Context: an optimization exercise on an open-source flow, tuned for small area and a short achievable clock period. The choices shown serve that exercise and are no tape-out recipe.
Function was not checked in any run shown here: the RTL went through the layout flow alone.

$ cat flow/run.sh
#!/bin/bash
# synth_recipe.tcl (not shown) runs the flow's synth.tcl, then flattens the netlist and writes it again
# the make line also repeats each setting of config.mk as NAME=value (left out here)
make -C /OpenROAD-flow-scripts/flow DESIGN_CONFIG=/design/flow/config.mk WORK_HOME=/design/flow/orfs CLKGATE_MAP_FILE= SYNTH_SCRIPT=/design/flow/synth_recipe.tcl finish
$ cat flow/design.v
`timescale 1ns / 1ps
module ppl_proc #(
    parameter PREPARE_CYCLES = 3
) (
    input clk,
    input rst,
    input prepare_flag,
    input        [17:0] start_pos_x,
    input        [17:0] start_pos_y,
    input        [17:0] start_pos_z,
    input signed [19:0] ray_slope_x,
    input signed [19:0] ray_slope_y,
    input signed [19:0] ray_slope_z,
    input        [19:0] pixel_addr,
    input        [4:0] block_id,
    input        [3:0] block_cnt,
    output        [ 3:0] block_cnt_out,
    output signed [19:0] ray_slope_out_x,
    output signed [19:0] ray_slope_out_y,
    output signed [19:0] ray_slope_out_z,
    output        [17:0] end_pos_x,
    output        [17:0] end_pos_y,
    output        [17:0] end_pos_z,
    output [14:0] block_addr,
    output        next_en,
    output [19:0] pixel_addr_out,
    output [12:0] texture_addr
);
    reg [5:0] v;
    always @(posedge clk or posedge rst) begin
        if (rst) v <= 6'd0;
        else     v <= {v[4:0], 1'b1};
    end
    reg [19:0] pix1, sx1, sy1, sz1;
    reg [17:0] px1, py1, pz1;
    reg [ 3:0] cnt1;
    always @(posedge clk) begin
        pix1 <= pixel_addr;
        sx1 <= ray_slope_x; sy1 <= ray_slope_y; sz1 <= ray_slope_z;
        px1 <= start_pos_x; py1 <= start_pos_y; pz1 <= start_pos_z;
        cnt1 <= block_cnt + 4'd1;
    end
    function [4:0] edge_m(input [3:0] pm, input neg);
        edge_m = neg ? ((pm != 4'd0) ? {1'b0, pm} : 5'd16) : (5'd16 - {1'b0, pm});
    endfunction
    wire [4:0] mx = edge_m(px1[11:8], sx1[19]);
    wire [4:0] my = edge_m(py1[11:8], sy1[19]);
    wire [4:0] mz = edge_m(pz1[11:8], sz1[19]);
    wire [19:0] dx = sx1[19] ? -sx1 : sx1;
    wire [19:0] dy = sx1[19] ? -sy1 : sy1;
    wire [19:0] dz = sx1[19] ? -sz1 : sz1;
    function [25:0] idiv(input [4:0] m, input [19:0] d);
        reg [12:0] r;
        reg [12:0] q;
        reg [13:0] t;
        integer k;
        begin
            r = {m, 8'd0};
            for (k = 12; k >= 0; k = k - 1) begin
                t = {1'b0, r} - {1'b0, d[12:0] << k};
                q[k] = ((d >> (13 - k)) == 20'd0) & ~t[13];
                if (q[k]) r = t[12:0];
            end
            idiv = {q, r};
        end
    endfunction
    wire [25:0] ix = idiv(mx, dx);
    wire [25:0] iy = idiv(my, dy);
    wire [25:0] iz = idiv(mz, dz);
    wire zx = (sx1 == 20'd0);
    wire zy = (sy1 == 20'd0);
    wire zz = (sz1 == 20'd0);
    wire [12:0] vx = zx ? 13'h1fff : ix[25:13];
    wire [12:0] vy = zy ? 13'h1fff : iy[25:13];
    wire [12:0] vz = zz ? 13'h1fff : iz[25:13];
    wire        y_lt_x = vy < vx;
    wire [12:0] vmin = y_lt_x ? vy : vx;
    wire        z_lt = vz < vmin;
    wire [2:0]  mf = (v[0] & z_lt) ? 3'b001 : ((v[0] & y_lt_x & ~z_lt) ? 3'b010 : 3'b100);
    reg [19:0] pix2, sx2, sy2, sz2;
    reg [17:0] px2, py2, pz2;
    reg [ 3:0] cnt2;
    always @(posedge clk) begin
        pix2 <= pix1; sx2 <= sx1; sy2 <= sy1; sz2 <= sz1;
        px2 <= px1; py2 <= py1; pz2 <= pz1; cnt2 <= cnt1;
    end
    reg [ 2:0] mf3;    
    always @(posedge clk or posedge rst) begin
        if (rst) mf3 <= 'b0;
        else     mf3 <= mf;
    end
    reg [19:0] pix3, sx3, sy3, sz3;
    reg [17:0] pu3, pv3;    
    reg [ 3:0] cnt3;
    always @(posedge clk) begin
        pix3 <= pix2; sx3 <= sx2; sy3 <= sy2; sz3 <= sz2; cnt3 <= cnt2;
        pu3 <= mf[2] ? py2 : px2;
        pv3 <= mf[0] ? py2 : pz2;
    end
    reg [ 4:0] bnx3, bny3, bnz3;
    wire [4:0] bx2 = px2[16:12] & {5{v[1]}};
    wire [4:0] by2 = py2[16:12] & {5{v[1]}};
    wire [4:0] bz2 = pz2[16:12] & {5{v[1]}};
    wire       dn2 = sy2[19] & v[1];
    always @(posedge clk or posedge rst) begin
        if (rst) begin
            bnx3 <= 'b0; bny3 <= 'b0; bnz3 <= 'b0;
        end else begin
            bnx3 <= mf[2] ? (dn2 ? bx2 - 5'd1 : bx2 + 5'd1) : bx2;
            bny3 <= mf[1] ? (dn2 ? by2 - 5'd1 : by2 + 5'd1) : by2;
            bnz3 <= mf[0] ? (dn2 ? bz2 - 5'd1 : bz2 + 5'd1) : bz2;
        end
    end
    wire [19:0] dsel = ({20{mf3[2]}} & dx) | ({20{mf3[1]}} & dy) | ({20{mf3[0]}} & dz);
    wire [12:0] rsel = ({13{mf3[2]}} & ix[12:0]) | ({13{mf3[1]}} & iy[12:0]) | ({13{mf3[0]}} & iz[12:0]);
    wire [12:0] asel = ({13{mf3[2]}} & ix[25:13]) | ({13{mf3[1]}} & iy[25:13]) | ({13{mf3[0]}} & iz[25:13]);
    wire        zsel = (mf3[2] & zx) | (mf3[1] & zy) | (mf3[0] & zz);
    function [21:0] fstep(input [20:0] r, input [19:0] d, input integer w);
        reg [21:0] t;
        reg fit;
        begin
            t = {r[19:0], 1'b0} - {2'b0, d};
            fit = ~t[21];
            if (w < 20) fit = fit & ((d >> (w + 1)) == 20'd0);
            fstep = {fit, fit ? t[20:0] : {r[19:0], 1'b0}};
        end
    endfunction
    localparam KS = 7;
    reg [20:0] fr;
    reg [KS-1:0] fh;
    reg [21:0] fo;
    integer fi;
    always @(*) begin
        fr = {8'd0, rsel};
        for (fi = 0; fi < KS; fi = fi + 1) begin
            fo = fstep(fr, dsel, 13 + fi);
            fh[KS-1-fi] = fo[21];
            fr = fo[20:0];
        end
    end
    wire [19:0] u3 = mf3[2] ? sy3 : sx3;
    wire [19:0] v3 = mf3[0] ? sy3 : sz3;
    wire cu = zsel & ~u3[19] & (u3 != 20'd0);
    wire cv = zsel & ~v3[19] & (v3 != 20'd0);
    reg [19:0] pix4, sx4, sy4, sz4;
    reg [ 3:0] cnt4;
    reg [12:0] a4;
    reg [KS-1:0] fh4;
    reg [19:0] fr4, d4;
    reg [17:0] pu4, pv4;
    always @(posedge clk) begin
        pix4 <= pix3; sx4 <= sx3; sy4 <= sy3; sz4 <= sz3; cnt4 <= cnt3;
        a4 <= zsel ? 13'd0 : asel;
        fh4 <= zsel ? {KS{1'b0}} : fh;
        fr4 <= zsel ? 20'd0 : fr[19:0];
        d4 <= zsel ? 20'h80000 : dsel;
        pu4 <= pu3 - {17'd0, cu};
        pv4 <= pv3 - {17'd0, cv};
    end
    reg [ 2:0] mf4;
    reg [14:0] baddr4;
    reg        border4;
    always @(posedge clk or posedge rst) begin
        if (rst) begin
            mf4 <= 'b0; baddr4 <= 'b0; border4 <= 'b0;
        end else begin
            mf4 <= mf3;
            baddr4 <= {bnx3, bny3, bnz3};
            border4 <= (bnx3 == 5'd0) || (bny3 == 5'd0) || (bnz3 == 5'd0);
        end
    end
    reg [20:0] gr;
    reg [19-KS:0] fl;
    reg [21:0] go;
    integer gi;
    always @(*) begin
        gr = {1'b0, fr4};
        for (gi = KS; gi < 20; gi = gi + 1) begin
            go = fstep(gr, d4, 20);
            fl[19-gi] = go[21];
            gr = go[20:0];
        end
    end
    wire [32:0] q4 = {a4, fh4, fl};
    wire [19:0] u4 = mf4[2] ? sy4 : sx4;
    wire [19:0] v4 = mf4[0] ? sy4 : sz4;
    wire [17:0] eu, ev;
    ppl_mac mac_u (.s(u4), .q(q4), .p(pu4), .e(eu));
    ppl_mac mac_v (.s(v4), .q(q4), .p(pv4), .e(ev));
    wire [17:0] eu4 = eu & {18{v[3]}};
    wire [17:0] ev4 = ev & {18{v[3]}};
    wire [17:0] ex4 = mf4[2] ? {1'b0, baddr4[14:10], 12'd0} : eu4;
    wire [17:0] ey4 = mf4[1] ? {1'b0, baddr4[9:5], 12'd0} : (mf4[2] ? eu4 : ev4);
    wire [17:0] ez4 = mf4[0] ? {1'b0, baddr4[4:0], 12'd0} : ev4;
    reg [19:0] pix5, sx5, sy5, sz5;
    reg [17:0] ex5, ey5, ez5;
    reg [ 3:0] cnt5;
    always @(posedge clk) begin
        pix5 <= pix4; sx5 <= sx4; sy5 <= sy4; sz5 <= sz4;
        ex5 <= ex4; ey5 <= ey4; ez5 <= ez4; cnt5 <= cnt4;
    end
    reg [ 3:0] tx5, ty5;
    reg        border5;
    reg [14:0] baddr5;
    assign block_addr = baddr5;
    always @(posedge clk or posedge rst) begin
        if (rst) begin
            tx5 <= 'b0; ty5 <= 'b0; border5 <= 'b0; baddr5 <= 'b0;
        end else begin
            tx5 <= mf4[2] ? ey4[11:8] : ex4[11:8];
            ty5 <= (mf4[2] | mf4[1]) ? ez4[11:8] : ey4[11:8];
            border5 <= border4; baddr5 <= baddr4;
        end
    end
    reg [19:0] pix6, sx6, sy6, sz6;
    reg [17:0] ex6, ey6, ez6;
    reg [ 3:0] cnt6;
    always @(posedge clk) begin
        pix6 <= pix5; sx6 <= sx5; sy6 <= sy5; sz6 <= sz5;
        ex6 <= ex5; ey6 <= ey5; ez6 <= ez5; cnt6 <= cnt5;
    end
    reg border6;
    always @(posedge clk or posedge rst) begin
        if (rst) border6 <= 'b0;
        else     border6 <= border5;
    end
    wire en6 = ~prepare_flag & v[5];
    wire ene = ~prepare_flag & v[1];
    assign pixel_addr_out  = pix6 & {20{en6}};
    assign ray_slope_out_x = sx6 & {20{en6}};
    assign ray_slope_out_y = sy6 & {20{en6}};
    assign ray_slope_out_z = sz6 & {20{en6}};
    assign block_cnt_out   = cnt6 & {4{en6}};
    assign end_pos_x       = ex6 & {18{ene}};
    assign end_pos_y       = ey6 & {18{ene}};
    assign end_pos_z       = ez6 & {18{ene}};
    assign texture_addr    = prepare_flag ? 13'b0 : {block_id, ty5, tx5};
    assign next_en         = prepare_flag | (block_id != 5'd0) | border6;
endmodule
module ppl_mac (
    input  [19:0] s,
    input  [32:0] q,
    input  [17:0] p,
    output [17:0] e
);
    reg [37:0] rows [0:9];
    reg [37:0] negv;
    reg [2:0] bt;
    reg one, two, neg;
    reg [33:0] m;
    integer j, i;
    always @(*) begin
        negv = 38'd0;
        for (j = 0; j < 10; j = j + 1) begin
            bt = {s[2*j+1], s[2*j], (j == 0) ? 1'b0 : s[2*j-1]};
            one = bt[1] ^ bt[0];
            two = (bt == 3'b100) | (bt == 3'b011);
            neg = bt[2];
            for (i = 0; i < 34; i = i + 1)
                m[i] = (one & ((i < 33) ? q[i] : 1'b0)) | (two & ((i > 0) ? q[i-1] : 1'b0));
            rows[j] = {3'b000, ~neg, m ^ {34{neg}}} << (2 * j);
            negv[2*j] = neg;
        end
    end
    wire [37:0] t = rows[0] + rows[1] + rows[2] + rows[3] + rows[4] + rows[5] + rows[6] + rows[7]
                  + rows[8] + rows[9] + {p, 20'd0} + 38'h2c00000000 + negv;
    assign e = t[37:20];
endmodule
$ cat flow/config.mk
export PLATFORM = sky130hd
export DESIGN_NAME = ppl_proc
export DESIGN_NICKNAME = ppl_proc
export VERILOG_FILES = /design/flow/design.v
export SDC_FILE = /design/flow/constraint.sdc
export NUM_CORES = 4
export LEC_CHECK = 0
export ABC_AREA = 1
export CAP_MARGIN = 20
export CORE_MARGIN = 2
export CORE_UTILIZATION = 40
export SETUP_SLACK_MARGIN = 5
export SLEW_MARGIN = 20
$ cat flow/constraint.sdc
create_clock -name core_clock -period 165.0 [get_ports {clk}]
set_input_delay 33.0000 -clock core_clock [delete_from_list [all_inputs] [get_ports {clk}]]
set_output_delay 33.0000 -clock core_clock [all_outputs]
set_load 0.01 [all_outputs]
==> impl_metrics.ini, run 1 <==
[timing]
finalClockSkew_ps = 56.3
fmax_ghz = 0.0145
setup_viol = 0
period_share_pct = 41.7
rsz0062_at_grt = false
finalSetupTns_ps = 0
hold_viol_final = 0
period_needed_ps = 68760
max_slew.worst_pin.slew_ps = 1150
drv_slew = 0
max_slew_margin_pct = 21.6

[logic_synthesis]
synth_seq_area_share_pct = 21.9
synthFlopType = dfxtp_1
syn_area_per_cell_um2 = 7.55
synth_seq_cells = 920
synth_enable_flop_cells = 0
yosysWarnings = 3
yosysUniqueCellTypes = 71
synthesis.instances = 11400
async_flop_share_pct = 7.39
syn_area_mm2 = 0.0857

[clocking]
hold_buffers = 0
cts_setup_buffers = 0
clk_pin_slew_ps = 100
clk_latency_ps = 750
numCtsBuffers = 95
cts_buffer_depth = 3
htreeDepth = 3
cts_tree = built
clockRootBuffer = clkbuf_16
clock_sinks = 920
cts.repair.resized = 0

[floorplanning]
dieHeight_um = 467
fp.dieW_um = 467
start_util_pct = 40.3
die_area_mm2 = 0.218
core-area_mm2 = 0.213
rows = 169
ios = 313

[critical_path]
r2r.worst_path.cells = 305
timing_worst_setup_path_type = in2out
r2r_slack_ps = 110130
startpoint_type = input pin
cp-end-kind = primary output
cp_max_fo = 73
crit_start = prepare_flag
crit_required_ps = 132000
crit_arrival_ps = 35760
reg2reg_from = sx1[0]$_DFF_P_
rr_endpoint = fr4[18]$_SDFF_PP0_

[routing]
routed_via_density = 5.38
drtAntennaViolNets = 0
dr.pass1.iters = 8
drt_wl_total_um = 298000
drc_errors = 0
num_vias = 77200
drt_iter0_markers = 6283
wl_per_cell_um = 20.8

[min_path]
worst_hold_path.endpoint = ex6[1]$_DFF_P_
hold_depth = 0
hp-class = reg2reg
worstHoldStart = ex5[1]$_SDFF_PP0_

[global_route]
grt_pass1_vias = 76500
grt_overflow = 0
antenna_found_initial = 5
grtUsageTotal_pct = 26.8
grt_pass1_wl_um = 451000
grt_max_degree = 74

[layout]
fillers = 21300
finalNetCount = 13000
area_growth_pct = 11.2
stdcell_count = 14400
design_area_mm2 = 0.0953
drive_above_1_share_pct = 4.44

[place]
post-place-cells = 14200
place_area_mm2 = 0.0918
io_buffers = 312
hpwl_um = 231000
routabilityCongestion = 0.976

[run_status]
status = finished clean

[job]
drv_cap = 0
[worst max path at each step]
stage,to,slack [ps],depth (start not counted)
after CTS,ray_slope_out_x[9],96200,6
final,ray_slope_out_x[9],96240,6
after floorplan,block_cnt_out[0],98220,5
after global placement,ray_slope_out_y[17],96320,6
after detailed placement,ray_slope_out_x[9],96200,6
after global routing,ray_slope_out_z[2],96060,6
[cell type report]
class	count	area (um^2)	area share, %
Clock inverter	49	621	0.652
Tap cell	2821	3530	3.71
Multi-Input combinational cell	8315	59100	62.0
Timing Repair Buffer	443	4190	4.40
Clock buffer	126	2740	2.87
Sequential cell	920	18800	19.7
Antenna cell	5	12.5	0.0131
Inverter	1688	6340	6.66
[per-layer routing]
layer | GRT usage, % | share of wire [%] | vias to the layer above
li1 | - | - | 37200
met1 | 34.4 | 43 | 36500
met3 | 4.68 | 7.4 | 612
met4 | 11.5 | 4.6 | 4
met5 | 0 | 0.011 | -
met2 | 44.2 | 45 | 2922
[layout by cell type (no fill, tap or decap), drive strengths merged, types with 54 or more instances in the layout]
master / Yosys / final
a21o: 54 / 54
a21oi: 686 / 686
buf: 116 / 131
clkbuf: 313 / 126
clkdlybuf4s50: 0 / 312
dfrtp: 68 / 68
dfxtp: 852 / 852
fa: 493 / 493
ha: 870 / 870
inv: 1670 / 1681
nand2: 1950 / 1950
nand3: 461 / 461
nand4: 74 / 74
nor2: 746 / 746
nor3: 78 / 78
o21ai: 708 / 708
o21bai: 81 / 81
o22ai: 569 / 569
or2: 76 / 76
xnor2: 229 / 229
xor2: 935 / 935
[synth_stat cells (all sizes together) (74+ instances only)]
master / n / area (um^2)
a21oi: 686 / 3450
buf: 116 / 579
clkbuf: 313 / 1180
dfxtp: 852 / 17100
fa: 493 / 9870
ha: 870 / 10900
inv: 1670 / 6270
nand2: 1950 / 7420
nand3: 461 / 2440
nand4: 74 / 463
nor2: 746 / 2850
nor3: 78 / 405
o21ai: 708 / 3550
o21bai: 81 / 608
o22ai: 569 / 3560
or2: 76 / 475
xnor2: 229 / 2010
xor2: 935 / 8190
[worst max-delay path, stage by stage]
cell and delay, ps:
clkdlybuf4s50_1 810, inv_1 260, nand2_4 270, buf_4 680
nor2_1 100, clkdlybuf4s50_1 520
[metrics by stage]
step                hold WS, ps  utilization (%)  setup slack, ps
floorplan                   310                -            98220
global placement            310             43.2            96320
detailed placement          312             43.2            96200
CTS                         307             44.8            96200
global route                305             44.8            96060
finish                      298             44.8            96240
[cells by family after synthesis]
group	count (synthesis)	share of synthesized area [%]
adders and majority gates	1363	24.2
muxes	18	0.210
other	2	0.00877
AOI/OAI and AO/OA	2258	14.9
DFF	920	21.9
buffers and inverters	2118	9.46
and+or+nand+nor	3508	17.4
xor gates and xnor gates	1164	11.9
==> run 2: changes to the inputs <==
--- a/flow/config.mk
+++ b/flow/config.mk
@@ -10,4 +10,6 @@
 export CORE_MARGIN = 2
 export CORE_UTILIZATION = 40
+export CTS_BUF_LIST = sky130_fd_sc_hd__clkbuf_8
+export CTS_CLUSTER_SIZE = 30
 export SETUP_SLACK_MARGIN = 5
 export SLEW_MARGIN = 20
==> run 2 against run 1 <==
Sequential share of layout area about the same. First-iteration DRC count decreased by 3.9%. Highest routed layer unchanged. Via count increased by 0.59%. Critical path depth unchanged. Global-route usage increased by 0.062 points. Register-to-register slack improved by 90 ps.
==> impl_metrics.ini, run 2 <==
[logic_synthesis]
synth_enable_flop_cells = 0
synth_seq_cells = 920
yosysUniqueCellTypes = 71
synthesis.instances = 11400
synthTopCellsByCount = nand2_1 (1920), inv_1 (1638), xor2_1 (935)
yosysWarnings = 3
yosysTopAreaCell = dfxtp_1
synth_seq_area_share_pct = 21.9
syn_area_mm2 = 0.0857
yosysTopAreaCellShare_pct = 19.9
synth_most_common_cell = nand2_1
syn_area_per_cell_um2 = 7.55
synthTopCellsByArea = dfxtp_1 (20%), ha_1 (13%), fa_1 (12%), xor2_1 (9.6%), nand2_1 (8.4%)
async_flop_share_pct = 7.39
synthFlopType = dfxtp_1

[job]
drv_cap = 0

[routing]
wl_per_cell_um = 20.6
routed_via_density = 5.37
drt_iter0_markers = 6036
drt_wl_total_um = 299000
dr.pass1.iters = 6
drc_errors = 0
num_vias = 77700
drtAntennaViolNets = 0

[timing]
drv_slew = 0
max_slew_margin_pct = 19.2
fin_hold_ws_ps = 305
finalSetupTns_ps = 0
setup_viol = 0
hold_viol_final = 0
finalWorstSetupSlack_ps = 96260
period_share_pct = 41.7
max_slew.worst_pin.slew_ps = 1190
fmax_ghz = 0.0145
period_needed_ps = 68740
rsz0062_at_grt = false
finalClockSkew_ps = 76.2

[critical_path]
crit_required_ps = 132000
rr_endpoint = fr4[18]$_SDFF_PP0_
reg2reg_from = sx1[0]$_DFF_P_
worstPathCellList = clkdlybuf4s50_1, inv_1, nand2_4, buf_4, nor2_1, clkdlybuf4s50_1
cp_max_fo = 73
startpoint_type = input pin
timing_worst_setup_path_type = in2out
r2r.worst_path.cells = 304
crit_arrival_ps = 35740
cp_top_family = buffers and inverters
critPathSlowestCell = clkdlybuf4s50_1
cp_common_cell = clkdlybuf4s50_1
cp_num_buf_inv = 4
r2r_slack_ps = 110220
critical_path.max_stage_delay_ps = 810
cp-end-kind = primary output

[global_route]
grtUsageTotal_pct = 26.9
grt_pass1_wl_um = 452000
grt_pass1_vias = 77100
grt_overflow = 0
antenna_found_initial = 7
grt_max_degree = 74

[clocking]
htreeDepth = 4
numCtsBuffers = 151
clock_sinks = 920
cts.repair.resized = 0
hold_buffers = 0
cts_tree = built
clk_pin_slew_ps = 60
cts_setup_buffers = 0
cts_buffer_depth = 3
clk_latency_ps = 960
clockRootBuffer = clkbuf_8

[floorplanning]
rows = 169
start_util_pct = 40.3
ios = 313
core-area_mm2 = 0.213
die_area_mm2 = 0.218
dieHeight_um = 467
fp.dieW_um = 467

[layout]
finalNetCount = 13000
fin_util_pct = 44.9
fillers = 21400
area_growth_pct = 11.4
design_area_mm2 = 0.0954
stdcell_count = 14500
drive_above_1_share_pct = 5.07
final_cell_mix = nand2_1 (1917), inv_1 (1667), xor2_1 (935)
final_common_cell = nand2_1

[min_path]
hp-class = reg2reg
worst_hold_path.endpoint = ey6[2]$_DFF_P_
hold_depth = 0
worstHoldStart = ey5[2]$_SDFF_PP0_

[place]
routabilityCongestion = 0.976
pre_cts_slack_ps = 96200
hpwl_um = 231000
io_buffers = 312
post-place-cells = 14200
place_area_mm2 = 0.0918

[run_status]
status = finished clean
==> run 2: cell counts after synthesis <==
Identical to the previous run, type by type.
==> run 2: cell families after synthesis <==
family	share of synthesized area, %
AND/OR/NAND/NOR	17.4
AO/OA/AOI/OAI	14.9
buffers and inverters	9.46
adder cells (fa/ha/maj)	24.2
XOR/XNOR	11.9
flip-flops	21.9
multiplexers	0.210
other	0.00877
==> run 2: worst reg2reg max path: cells and delay by family, from the launching register on <==
kind / cells / cell delay, ps
AOI/OAI and AO/OA: 136 / 24900
DFF: 1 / 300
adders and majority gates: 20 / 7020
xor gates and xnor gates: 1 / 260
buffers and inverters: 33 / 5780
and+or+nand+nor: 114 / 16450
==> run 2: how the worst max path moves through the flow <==
stage | from | end | slack, ps | cells past startpoint
CTS | prepare_flag | ray_slope_out_x[9] | 96200 | 6
global route | prepare_flag | ray_slope_out_z[2] | 96060 | 6
finish | prepare_flag | ray_slope_out_x[1] | 96260 | 6
detailed placement | prepare_flag | ray_slope_out_x[9] | 96200 | 6
floorplan | prepare_flag | block_cnt_out[0] | 98220 | 5
global placement | prepare_flag | ray_slope_out_y[17] | 96320 | 6
==> run 2: routing by layer <==
layer  wire length (um)  GRT usage, %  up-vias  share of wire, %
li1                   -             -    37400                 -
met1             126000          34.3    36600                42
met2             135000          43.9     2994                45
met3              22200          5.04      673               7.4
met4              14800          12.3        8               5.0
met5                 57             0        -             0.019
==> run 2: cell type report <==
cell class                      instances  area (um^2)  area share (%)
Sequential cell                       920        18800            19.7
Multi-Input combinational cell       8315        59100            61.9
Antenna cell                           10         25.0          0.0262
Clock inverter                         89          907           0.951
Clock buffer                          190         2620            2.74
Tap cell                             2821         3530            3.70
Timing Repair Buffer                  443         4190            4.39
Inverter                             1688         6340            6.64
==> run 3: changes to the inputs <==
--- a/flow/design.v
+++ b/flow/design.v
@@ -51,14 +51,20 @@
     wire [19:0] dz = sx1[19] ? -sz1 : sz1;
     function [25:0] idiv(input [4:0] m, input [19:0] d);
-        reg [12:0] r;
+        reg [12:0] r, s;
         reg [12:0] q;
-        reg [13:0] t;
-        integer k;
+        reg c, b;
+        integer k, j;
         begin
             r = {m, 8'd0};
             for (k = 12; k >= 0; k = k - 1) begin
-                t = {1'b0, r} - {1'b0, d[12:0] << k};
-                q[k] = ((d >> (13 - k)) == 20'd0) & ~t[13];
-                if (q[k]) r = t[12:0];
+                c = 1'b1;
+                for (j = k; j < 13; j = j + 1) begin
+                    b = ~d[j - k];
+                    s[j] = r[j] ^ b ^ c;
+                    c = (r[j] & b) | (c & (r[j] ^ b));
+                end
+                q[k] = ((d >> (13 - k)) == 20'd0) & c;
+                for (j = k; j < 13; j = j + 1)
+                    if (q[k]) r[j] = s[j];
             end
             idiv = {q, r};
@@ -126,5 +132,5 @@
         end
     endfunction
-    localparam KS = 7;
+    localparam KS = 2;
     reg [20:0] fr;
     reg [KS-1:0] fh;
@@ -182,23 +188,14 @@
         end
     end
-    wire [32:0] q4 = {a4, fh4, fl};
-    wire [19:0] u4 = mf4[2] ? sy4 : sx4;
-    wire [19:0] v4 = mf4[0] ? sy4 : sz4;
-    wire [17:0] eu, ev;
-    ppl_mac mac_u (.s(u4), .q(q4), .p(pu4), .e(eu));
-    ppl_mac mac_v (.s(v4), .q(q4), .p(pv4), .e(ev));
-    wire [17:0] eu4 = eu & {18{v[3]}};
-    wire [17:0] ev4 = ev & {18{v[3]}};
-    wire [17:0] ex4 = mf4[2] ? {1'b0, baddr4[14:10], 12'd0} : eu4;
-    wire [17:0] ey4 = mf4[1] ? {1'b0, baddr4[9:5], 12'd0} : (mf4[2] ? eu4 : ev4);
-    wire [17:0] ez4 = mf4[0] ? {1'b0, baddr4[4:0], 12'd0} : ev4;
     reg [19:0] pix5, sx5, sy5, sz5;
-    reg [17:0] ex5, ey5, ez5;
     reg [ 3:0] cnt5;
-    always @(posedge clk) begin
-        pix5 <= pix4; sx5 <= sx4; sy5 <= sy4; sz5 <= sz4;
-        ex5 <= ex4; ey5 <= ey4; ez5 <= ez4; cnt5 <= cnt4;
-    end
-    reg [ 3:0] tx5, ty5;
+    reg [32:0] q5;
+    reg [17:0] pu5, pv5;
+    always @(posedge clk) begin
+        pix5 <= pix4; sx5 <= sx4; sy5 <= sy4; sz5 <= sz4; cnt5 <= cnt4;
+        q5 <= {a4, fh4, fl};
+        pu5 <= pu4; pv5 <= pv4;
+    end
+    reg [ 2:0] mf5;
     reg        border5;
     reg [14:0] baddr5;
@@ -206,11 +203,21 @@
     always @(posedge clk or posedge rst) begin
         if (rst) begin
-            tx5 <= 'b0; ty5 <= 'b0; border5 <= 'b0; baddr5 <= 'b0;
+            mf5 <= 'b0; border5 <= 'b0; baddr5 <= 'b0;
         end else begin
-            tx5 <= mf4[2] ? ey4[11:8] : ex4[11:8];
-            ty5 <= (mf4[2] | mf4[1]) ? ez4[11:8] : ey4[11:8];
-            border5 <= border4; baddr5 <= baddr4;
-        end
-    end
+            mf5 <= mf4; border5 <= border4; baddr5 <= baddr4;
+        end
+    end
+    wire [19:0] u5 = mf5[2] ? sy5 : sx5;
+    wire [19:0] v5 = mf5[0] ? sy5 : sz5;
+    wire [17:0] eu, ev;
+    ppl_mac mac_u (.s(u5), .q(q5), .p(pu5), .e(eu));
+    ppl_mac mac_v (.s(v5), .q(q5), .p(pv5), .e(ev));
+    wire [17:0] eu5 = eu & {18{v[4]}};
+    wire [17:0] ev5 = ev & {18{v[4]}};
+    wire [17:0] ex5 = mf5[2] ? {1'b0, baddr5[14:10], 12'd0} : eu5;
+    wire [17:0] ey5 = mf5[1] ? {1'b0, baddr5[9:5], 12'd0} : (mf5[2] ? eu5 : ev5);
+    wire [17:0] ez5 = mf5[0] ? {1'b0, baddr5[4:0], 12'd0} : ev5;
+    wire [3:0]  tx5 = mf5[2] ? ey5[11:8] : ex5[11:8];
+    wire [3:0]  ty5 = (mf5[2] | mf5[1]) ? ez5[11:8] : ey5[11:8];
     reg [19:0] pix6, sx6, sy6, sz6;
     reg [17:0] ex6, ey6, ez6;
@@ -226,5 +233,5 @@
     end
     wire en6 = ~prepare_flag & v[5];
-    wire ene = ~prepare_flag & v[1];
+    wire ene = ~prepare_flag & v[0];
     assign pixel_addr_out  = pix6 & {20{en6}};
     assign ray_slope_out_x = sx6 & {20{en6}};
--- a/flow/config.mk
+++ b/flow/config.mk
@@ -10,6 +10,4 @@
 export CORE_MARGIN = 2
 export CORE_UTILIZATION = 40
-export CTS_BUF_LIST = sky130_fd_sc_hd__clkbuf_8
-export CTS_CLUSTER_SIZE = 30
 export SETUP_SLACK_MARGIN = 5
 export SLEW_MARGIN = 20
==> run 3 against run 2 <==
Still clean on timing, DRC and antenna. Cell area is 5.2% lower. Sequential share of layout area is 1.2 points higher. Critical path type unchanged. Critical endpoint is now ray_slope_out_x[18].
==> impl_metrics.ini, run 3 <==
[logic_synthesis]
syn_area_per_cell_um2 = 8.04
yosysTopAreaCellShare_pct = 21.4
yosysUniqueCellTypes = 73
synthTopCellsByCount = nand2_1 (1688), inv_1 (1441), dfxtp_1 (862)
synth_seq_cells = 925
synthFlopType = dfxtp_1
synth_enable_flop_cells = 0
syn_area_mm2 = 0.0807
synthTopCellsByArea = dfxtp_1 (21%), fa_1 (17%), ha_1 (10%), xor2_1 (9.3%), nand2_1 (7.8%)
async_flop_share_pct = 6.81
yosysWarnings = 3
synthesis.instances = 10000
yosysTopAreaCell = dfxtp_1
synth_most_common_cell = nand2_1
synth_seq_area_share_pct = 23.3

[floorplanning]
start_util_pct = 40.3
ios = 313
fp.dieW_um = 453
dieHeight_um = 453
die_area_mm2 = 0.205
core-area_mm2 = 0.200
rows = 164

[timing]
max_slew.worst_pin.slew_ps = 1100
setup_viol = 0
max_slew_margin_pct = 26.0
hold_viol_final = 0
finalSetupTns_ps = 0
period_share_pct = 41.4
rsz0062_at_grt = false
fmax_ghz = 0.0147
finalWorstSetupSlack_ps = 96740
finalClockSkew_ps = 46.3
drv_slew = 0
period_needed_ps = 68260

[global_route]
grtUsageTotal_pct = 26.7
antenna_found_initial = 5
grt_pass1_vias = 70400
grt_pass1_wl_um = 421000
grt_max_degree = 85
grt_overflow = 0

[clocking]
cts_setup_buffers = 0
cts.repair.resized = 0
clk_latency_ps = 770
clock_sinks = 925
clk_pin_slew_ps = 60
cts_buffer_depth = 3
hold_buffers = 0
cts_tree = built
numCtsBuffers = 97
clockRootBuffer = clkbuf_16
htreeDepth = 3

[job]
drv_cap = 0

[routing]
drt_wl_total_um = 277000
drc_errors = 0
drt_iter0_markers = 5129
routed_via_density = 5.35
wl_per_cell_um = 21.4
drtAntennaViolNets = 0
dr.pass1.iters = 8
num_vias = 69200

[critical_path]
startpoint_type = input pin
r2r_slack_ps = 106910
cp_max_fo = 84
cp-end-kind = primary output
crit_required_ps = 132000
crit_arrival_ps = 35260
timing_worst_setup_path_type = in2out

[place]
routabilityCongestion = 0.967
post-place-cells = 12800
io_buffers = 312
pre_cts_slack_ps = 96700
hpwl_um = 217000

[layout]
largest_reg_flops = 33
final_cell_mix = nand2_1 (1685), inv_1 (1437), dfxtp_1 (861)
fin_util_pct = 45.2
area_growth_pct = 12.1
stdcell_count = 13000
drive_above_1_share_pct = 6.05
final_common_cell = nand2_1
regMostFlops = q5
finalNetCount = 11700

[run_status]
status = finished clean

[min_path]
hp-class = reg2reg
==> run 3: cell types whose count changed in the layout (fill, tap and decap cells not counted), moves of 97 or more <==
cell	delta
o21ai_0	-198
clkbuf_16	+97
clkbuf_8	-175
a21oi_1	-216
ha_1	-210
nand3_1	-168
fa_1	+180
nor2_1	-107
nand2_1	-232
inv_1	-230
==> run 3: layer usage <==
layer	global-route usage, %	share of wire [%]
met4	15.5	6.5
met5	0	0.010
met3	4.26	6.3
met2	44.8	47
met1	32.4	40
==> run 3: area by class of cell <==
class | count | area (um^2)
Clock buffer | 122 | 2670
Inverter | 1509 | 5670
Tap cell | 2656 | 3320
Antenna cell | 2 | 5.00
Fill cell | 19700 | 110000
Multi-Input combinational cell | 7199 | 54600
Sequential cell | 925 | 18800
Clock inverter | 61 | 1030
Timing Repair Buffer | 479 | 4380
==> run 3: logic make-up (layout without fill, tap and decap cells) <==
group	after synthesis	in the layout	share of synthesized area (%)
xor+xnor	1031	1031	11.2
compound gates	1865	1865	13.5
fa+ha+maj	1333	1333	26.9
mux	37	37	0.487
simple gates	2929	2929	15.4
buf+inv	1925	2171	9.22
flops	925	925	23.3
other cells	2	6	0.00930
==> run 3: worst paths after layout <==
path / startpoint / end / cells past startpoint
hold / removal: pu4[5]$_DFF_P_ / pu5[5]$_DFF_P_ / 0
setup / recovery: prepare_flag / ray_slope_out_x[18] / 5
hold reg to reg: pu4[5]$_DFF_P_ / pu5[5]$_DFF_P_ / 0
max in group asynchronous: rst / mf5[2]$_DFF_PP0_ / 3
min in group asynchronous: rst / baddr5[13]$_DFF_PP0_ / 3
setup reg to reg: d4[18]$_SDFF_PP0_ / q5[0]$_DFF_P_ / 299
==> run 3: worst max-delay path, cell delays in order <==
cell	delay [ps]
clkdlybuf4s50_1	500
inv_1	270
nand2_4	490
nor2_1	320
clkdlybuf4s50_1	580
==> run 3: stage by stage <==
stage | area, um^2 | hold slack (ps)
finish | 90500 | 310
global route | 90500 | 320
CTS | 90500 | 309
detailed placement | 86800 | 312
global placement | 86800 | 310
floorplan | 80700 | 310
==> run 4: changes to the inputs <==
==> flow/flow/run.sh (new file) <==
#!/bin/bash
# Layout flow: the standard ORFS flow, with smaller port buffers and a tighter
# setup target for timing repair (the SDC and clock period are unchanged).
set -euo pipefail
bash standard.sh \
  "BUFFER_PORTS_ARGS=-buffer_cell sky130_fd_sc_hd__buf_2" \
  SETUP_SLACK_MARGIN=97.5 \
  finish > orfs_flow.log 2>&1
==> flow/standard.sh (new file) <==
#!/bin/bash
# synth_recipe.tcl (not shown) runs the flow's synth.tcl, then flattens the netlist and writes it again
# the make line also repeats each setting of config.mk as NAME=value (left out here)
make -C /OpenROAD-flow-scripts/flow DESIGN_CONFIG=/design/flow/config.mk WORK_HOME=/design/flow/orfs CLKGATE_MAP_FILE= SYNTH_SCRIPT=/design/flow/synth_recipe.tcl "${@:-finish}"
removed: flow/run.sh
==> run 4 against run 3 <==
Still clean on timing, DRC and antenna. Maximum frequency grew 1.5%. First-iteration DRC count grew 7.3%. Routed wire length shrank 0.85%. Worst setup slack gained 990 ps. Die area is the same. Final cell count shrank 0.10%. Clock skew grew 51 ps. Sequential share of layout area grew 0.46 points. Non-clock buffer count shrank 4. Utilization shrank 0.98 points. Highest routed layer unchanged.
==> impl_metrics.ini, run 4 <==
[floorplanning]
die_area_mm2 = 0.205
rows = 164
ios = 313
dieHeight_um = 453
core-area_mm2 = 0.200
start_util_pct = 40.3
fp.dieW_um = 453

[timing]
max_slew_margin_pct = 27.8
rsz0062_at_grt = false
fmax_ghz = 0.0149
finalClockSkew_ps = 96.9
period_share_pct = 40.8
finalSetupTns_ps = 0
period_needed_ps = 67270
drv_slew = 0
setup_viol = 0
hold_viol_final = 0
max_slew.worst_pin.slew_ps = 1080

[logic_synthesis]
synthTopCellsByArea = dfxtp_1 (21%), fa_1 (17%), ha_1 (10%), xor2_1 (9.3%), nand2_1 (7.8%)
yosys.area_share.simple_pct = 15.4
async_flop_share_pct = 6.81
synthAdderAreaFrac_pct = 26.9
synth_enable_flop_cells = 0
synthTopCellsByCount = nand2_1 (1688), inv_1 (1441), dfxtp_1 (862)
yosysWarnings = 3
yosysUniqueCellTypes = 73
synthMuxAreaShare_pct = 0.487
syn_area_per_cell_um2 = 8.04
syn_area_mm2 = 0.0807
synthFlopType = dfxtp_1
synthesis.instances = 10000
yosysTopAreaCell = dfxtp_1
synth-xor-area-share_pct = 11.2
yosysTopAreaCellShare_pct = 21.4
synth_seq_area_share_pct = 23.3
synth_seq_cells = 925
synth_most_common_cell = nand2_1
synth-compound-area-share_pct = 13.5
synth_top_family_by_area = adder cells

[layout]
regMostFlops = q5
design_area_mm2 = 0.0885
area_growth_pct = 9.67
final_cell_mix = nand2_1 (1685), inv_1 (1438), dfxtp_1 (861)
finalNetCount = 11700
final_common_cell = nand2_1
drive_above_1_share_pct = 8.96
largest_reg_flops = 33

[clocking]
htreeDepth = 3
cts_setup_buffers = 0
cts_tree = built
clk_latency_ps = 800
clock_sinks = 925
numCtsBuffers = 94
cts_buffer_depth = 3
clockRootBuffer = clkbuf_16
clk_pin_slew_ps = 60

[critical_path]
timing_worst_setup_path_type = in2out
crit_arrival_ps = 34270
crit_required_ps = 132000
cp_max_fo = 84
cp-end-kind = primary output
startpoint_type = input pin

[place]
place_area_mm2 = 0.0852
routabilityCongestion = 0.952
io_buffers = 312
hpwl_um = 214000

[routing]
wl_per_cell_um = 21.2
drt_wl_total_um = 274000
dr.pass1.iters = 7
drc_errors = 0
routed_via_density = 5.36
num_vias = 69300
drtAntennaViolNets = 0
drt_iter0_markers = 5502

[global_route]
grtUsageTotal_pct = 26.4
antenna_found_initial = 3
grt_overflow = 0
grt_pass1_vias = 69900
grt_max_degree = 85
grtUsageMet2_pct = 44.6
gr-usage-met1_pct = 32.1
grt_util_met3_pct = 4.07
grt_busiest_layer = met2
grt_pass1_wl_um = 417000

[job]
drv_cap = 0

[run_status]
status = finished clean

[min_path]
hp-class = reg2reg
## run 4: cell counts after synthesis
Identical to the previous run, type by type.
## run 4: repair_timing
item	CTS	global route
resized for setup	0	2
setup endpoints to repair	0	62
hold buffers	0	0
endpoints found under the hold margin	0	0
## run 4: worst max-delay path, stage by stage
cell     delay, ps
buf_2          140
inv_1          270
nand2_8        300
nor2_1         240
buf_2          160
## run 4: cells by family (layout without fill, tap and decap cells)
logic type               count (synthesis)  count (layout)
multiplexers                            37              37
other                                    2               6
AO/OA/AOI/OAI                         1865            1865
XOR/XNOR                              1031            1031
adder cells (fa/ha/maj)               1333            1333
AND/OR/NAND/NOR                       2929            2929
flip-flops                             925             925
buffers and inverters                 1925            2158
## run 4: per-layer routing
metal,up-vias,part of all wire (%)
li1,32900,-
met1,33400,40
met2,2474,47
met3,598,6.4
met4,2,6.1
met5,-,0.0044
## run 4: through the flow
| stage | hold slack (ps) | setup WS [ps] | cells | util, % |
|---|---|---|---|---|
| 2_1_floorplan | 310 | 98200 | 10000 | - |
| 3_3_place_gp | 310 | 97660 | 12800 | 42.5 |
| 3_5_place_dp | 312 | 97520 | 12800 | 42.5 |
| 4_1_cts | 254 | 97520 | 12900 | 44.2 |
| 5_1_grt | 275 | 97610 | 12900 | 44.2 |
| 6_report | 244 | 97730 | 12900 | 44.2 |
## run 4: cell type report
class / instances / area (um^2)
fill: 20000 / 112000
multi-input combinational: 7199 / 54600
sequential: 925 / 18800
inverter: 1509 / 5670
tap: 2656 / 3320
timing repair buffer: 475 / 2790
clock buffer: 119 / 2610
clock inverter: 55 / 723
antenna: 2 / 5.00
## run 4: path summary, 6_finish.rpt
| path | cells after the start | from | end | slack (ps) |
|---|---|---|---|---|
| worst min register to register | 0 | a4[8]$_SDFF_PP0_ | q5[28]$_DFF_P_ | 240 |
| worst min-delay path | 0 | a4[8]$_SDFF_PP0_ | q5[28]$_DFF_P_ | 240 |
| min in group asynchronous | 3 | rst | baddr4[13]$_DFF_PP0_ | 32460 |
| worst max register to register | 293 | d4[18]$_SDFF_PP0_ | q5[0]$_DFF_P_ | 105970 |
| max in group asynchronous | 3 | rst | mf5[2]$_DFF_PP0_ | 132020 |
| worst max-delay path | 5 | prepare_flag | ray_slope_out_x[3] | 97730 |

static timing again, ports no longer ideal:
How much do the figures lean on ideal ports? The routed layouts below were timed once more, with nothing changed but the port constraints. Step 1, drivers: a clkbuf_16 drives clk and a buf_2 each remaining input, both assumed. Step 2 moves the port delays by t, midway between the first and last clock arrival at a register: inputs arrive t later, outputs are due t later. That takes back most of the time a late clock gives input paths. Three values: ideal, step 1, step 2; two values: the first two.
| run | t, ns | setup slack, ns | worst hold slack (ns) | worst data-port slew with drivers (ns) |
|---|---|---|---|---|
| run 1 | 0.832 | 96.245 / 96.221 / 96.221 | 0.298 / 0.298 / 0.298 | 0.08 |
| run 2 | 1.012 | 96.257 / 96.233 / 96.233 | 0.305 / 0.305 / 0.305 | 0.07 |
| run 3 | 0.842 | 96.741 / 96.712 / 96.712 | 0.310 / 0.310 / 0.310 | 0.09 |
| run 4 | 0.845 | 97.735 / 97.705 / 97.705 | 0.244 / 0.244 / 0.244 | 0.09 |
After both steps every run listed still meets setup and hold. For run 4, which loses most, drivers alone change the setup slack by -0.030 ns; drivers and shift together by -0.030 ns.
